From an optimization exercise on the open Yosys and OpenROAD flow, aimed at small area, a short achievable clock period and few clock cycles per item; shortcuts taken in it are not production practice.
In this exercise RTL edits were held to simulation tests only and were not proved equivalent to the original.
Power is estimated from default activity; no workload was simulated.

## cache
module cache(
    clk,
    proc_reset,
    proc_read,
    proc_write,
    proc_addr,
    proc_rdata,
    proc_wdata,
    proc_stall,
    mem_read,
    mem_write,
    mem_addr,
    mem_rdata,
    mem_wdata,
    mem_ready
);
    input          clk;
    input          proc_reset;
    input          proc_read, proc_write;
    input   [29:0] proc_addr;
    input   [31:0] proc_wdata;
    output         proc_stall;
    output  [31:0] proc_rdata;
    input  [127:0] mem_rdata;
    input          mem_ready;
    output         mem_read, mem_write;
    output  [27:0] mem_addr;
    output [127:0] mem_wdata;
    integer i, k;
    reg [127:0] data_r  [0:7];
    reg  [25:0] tag_r   [0:7];
    reg   [7:0] valid_r;
    reg   [7:0] dirty_r;
    reg   [3:0] lru_r;           
    reg         done_r, wb_r, rd_r;
    reg         mrd_r;           
    reg         stall_r;         
    reg   [7:0] hw_r;            
    reg   [7:0] vs_r;            
    reg         vw0_r, vw1_r;    
    reg   [7:0] fl_r;            
    reg   [3:0] so_r;            
    reg   [3:0] sw_r;            
    reg         way_r;           
    reg  [31:0] rdata_r;
    reg  [27:0] maddr_r;
    reg [127:0] mwdata_r;
    wire  [1:0] idx    = proc_addr[3:2];
  ...
Settings: LEC_CHECK=0, CAP_MARGIN=20, CORE_MARGIN=2, CORE_UTILIZATION=60, CTS_CLUSTER_DIAMETER=100, CTS_CLUSTER_SIZE=25, SLEW_MARGIN=20, SYNTH_HIERARCHICAL=1, SYNTH_MINIMUM_KEEP_SIZE=0, TNS_END_PERCENT=5; clock period 8.0 ns.
standard.sh (not shown) runs the stock make flow with config.mk's settings and CLKGATE_MAP_FILE= SYNTH_SCRIPT=/design/flow/synth_recipe.tcl, a recipe that flattens the netlist after the stock synthesis.
==> flow/flow/run.sh <==
#!/bin/bash
set -euo pipefail
bash standard.sh MATCH_CELL_FOOTPRINT=0 SETUP_SLACK_MARGIN=5.8 \
  "BUFFER_PORTS_ARGS=-buffer_cell sky130_fd_sc_hd__buf_2" \
  "CTS_ARGS=-sink_clustering_enable -repair_clock_nets -sink_clustering_size 25 -sink_clustering_max_diameter 100 -dont_use_dummy_load" \
  finish > standard.log 2>&1
The starting point completed without violations.
Testbench counts at the start, summed over its fixed seeds: cycles 94,456, requests 18,000.
Then changed:
--- a/flow/design.v
+++ b/flow/design.v
@@ -33,15 +33,14 @@
     reg   [7:0] dirty_r;
     reg   [3:0] lru_r;           
     reg         done_r, wb_r, rd_r;
     reg         mrd_r;           
     reg         stall_r;         
     reg   [7:0] hw_r;            
     reg   [7:0] vs_r;            
-    reg         vw0_r, vw1_r;    
     reg   [7:0] fl_r;            
     reg   [3:0] so_r;            
     reg   [3:0] sw_r;            
     reg         way_r;           
     reg  [31:0] rdata_r;
     reg  [27:0] maddr_r;
     reg [127:0] mwdata_r;
@@ -116,15 +115,15 @@
         end
         for (gb = 0; gb < 32; gb = gb + 1) begin : g_word
             sel_ao5 u0(.s(sword0c[gb/8]), .d({blk0[96+gb], blk0[64+gb], blk0[32+gb], blk0[gb]}), .f(fetch), .m(wm[gb]), .y(w0x[gb]));
             sel_ao4 u1(.s(swordc[gb/8]), .d({blk1[96+gb], blk1[64+gb], blk1[32+gb], blk1[gb]}), .y(w1[gb]));
             sel_ao4 um(.s(so_r), .d({mem_rdata[96+gb], mem_rdata[64+gb], mem_rdata[32+gb], mem_rdata[gb]}), .y(wm[gb]));
         end
     endgenerate
-    wire [127:0] vblk = ({128{vw1_r}} & blk1) | ({128{vw0_r}} & blk0);
+    wire [127:0] vblk = vict ? blk1 : blk0;
     reg  [25:0] vtag;
     always @(*) begin
         vtag = 26'd0;
         for (i = 0; i < 8; i = i + 1)
             vtag = vtag | ({26{vs_r[i]}} & tag_r[i]);
     end
     wire wb_busy = wb_r & ~mem_ready;    
@@ -140,22 +139,23 @@
     always @(*) begin
         for (k = 0; k < 4; k = k + 1)
             din[32*k +: 32] = sw_r[k] ? proc_wdata : mem_rdata[32*k +: 32];
     end
     wire  [27:0] maddr_n;
     wire [127:0] mwdata_n;
     wire         maddr_ld = mem_ready | ~(rd_r | wb_r);
+    wire         mw_ld = look & ~wb_busy;
     wire  [27:0] maddr_d = {rd_r ? vtag : tag_in, idx};
     genvar gm;
     generate
         for (gm = 0; gm < 28; gm = gm + 1) begin : g_maddr
             hold_mux u(.ld(maddr_ld), .q(maddr_r[gm]), .d(maddr_d[gm]), .y(maddr_n[gm]));
         end
         for (gm = 0; gm < 128; gm = gm + 1) begin : g_mwdata
-            hold_mux u(.ld(fetch), .q(mwdata_r[gm]), .d(vblk[gm]), .y(mwdata_n[gm]));
+            hold_mux u(.ld(mw_ld), .q(mwdata_r[gm]), .d(vblk[gm]), .y(mwdata_n[gm]));
         end
     endgenerate
     wire        rst_n = ~proc_reset;
     wire        go_rd = rst_n & look & req & ~wb_busy;   
     wire        rd_on = rst_n & rd_r & ~mem_ready;       
     wire        go_dn = rst_n & look & req;              
     wire        fl_dn = rst_n & fill;
@@ -178,29 +178,27 @@
             g_mux2 u(.s(hit1c[gn/8]), .a(w0x[gn]), .b(w1[gn]), .y(rdata_n[gn]));
         end
     endgenerate
     wire [63:0] den;
     genvar ge;
     generate
         for (ge = 0; ge < 64; ge = ge + 1) begin : g_den
-            g_ao22 u(.a(fl_r[ge/8]), .b(mem_ready), .c(hw_r[ge/8]), .d(sw_r[(ge%8)/2]), .y(den[ge]));
+            g_ao21 u(.a(hw_r[ge/8]), .b(sw_r[(ge%8)/2]), .c(fl_r[ge/8]), .y(den[ge]));
         end
     endgenerate
     always @(posedge clk) begin
         rd_r     <= rd_n;
         mrd_r    <= mrd_n;
         fl_r     <= fl_n;
         done_r   <= done_n;
         stall_r  <= stall_n;
         way_r    <= way_n;
         hw_r     <= hw_n;
         rdata_r  <= rdata_n;
         vs_r     <= vsel;
-        vw1_r    <= vict;
-        vw0_r    <= ~vict;
         so_r     <= sword;
         sw_r     <= sword & {4{proc_write}};
         maddr_r  <= maddr_n;
         mwdata_r <= mwdata_n;
         for (i = 0; i < 8; i = i + 1) begin
             for (k = 0; k < 8; k = k + 1)
                 if (den[8*i+k])
@@ -282,17 +280,14 @@
 endmodule
 module dec4(input [1:0] a, output [3:0] y);
     assign y = 4'b0001 << a;
 endmodule
 module dec4e(input [1:0] a, input e, output [3:0] y);
     assign y = {4{e}} & (4'b0001 << a);
 endmodule
-module g_ao22(input a, input b, input c, input d, output y);
-    assign y = (a & b) | (c & d);
-endmodule
 module g_and3(input a, input b, input c, output y);
     assign y = a & b & c;
 endmodule
 module g_ao21(input a, input b, input c, output y);
     assign y = (a & b) | c;
 endmodule
 module g_ooa(input a, input b, input c, input d, output y);
Area after synthesis rose by 1.2%.
Die area rose by 1.2%.
Fmax fell by 0.54%.
Total power fell by 3.0%.
Critical path depth rose by 8.
Setup slack loses 0.015 ns.
Wire length fell by about 1.2%.
Sequential power fell by about 1%.
Design area stays flat.
Global-route usage fell by 1.5 points.
Testbench counts after the change, summed over its fixed seeds: cycles 94,456, requests 18,000.

## port drivers added, routing unchanged
No port has a modelled driver above. Below, the same layouts with a new extraction and two added sets of constraints. Step 1 sets driving cells, clkbuf_16 on the clock port and buf_2 on the other inputs (assumed; they add their load-dependent delay and slew). Step 2, shift: input delay + t, output delay - t, t = (earliest + latest rising clock arrival at the registers) / 2. This alone moves slack from input paths to output paths. Slacks: ideal ports / drivers / drivers and shift; pairs: ideal ports / drivers.
run | shift t [ns] | slack for setup (ns) | hold slack, ns | worst setup path at the end | pins driven straight from the clock port
the first run | 0.731 | 5.171 / 4.926 / 4.195 | 0.486 / 0.486 / 0.486 | input to register | 1
the second run | 0.739 | 5.156 / 4.798 / 4.059 | 0.481 / 0.481 / 0.481 | input to register | 1
After both steps every run listed still meets setup and hold. For the second run, which loses most, drivers alone change the setup slack by -0.358 ns; drivers and shift together by -1.097 ns.
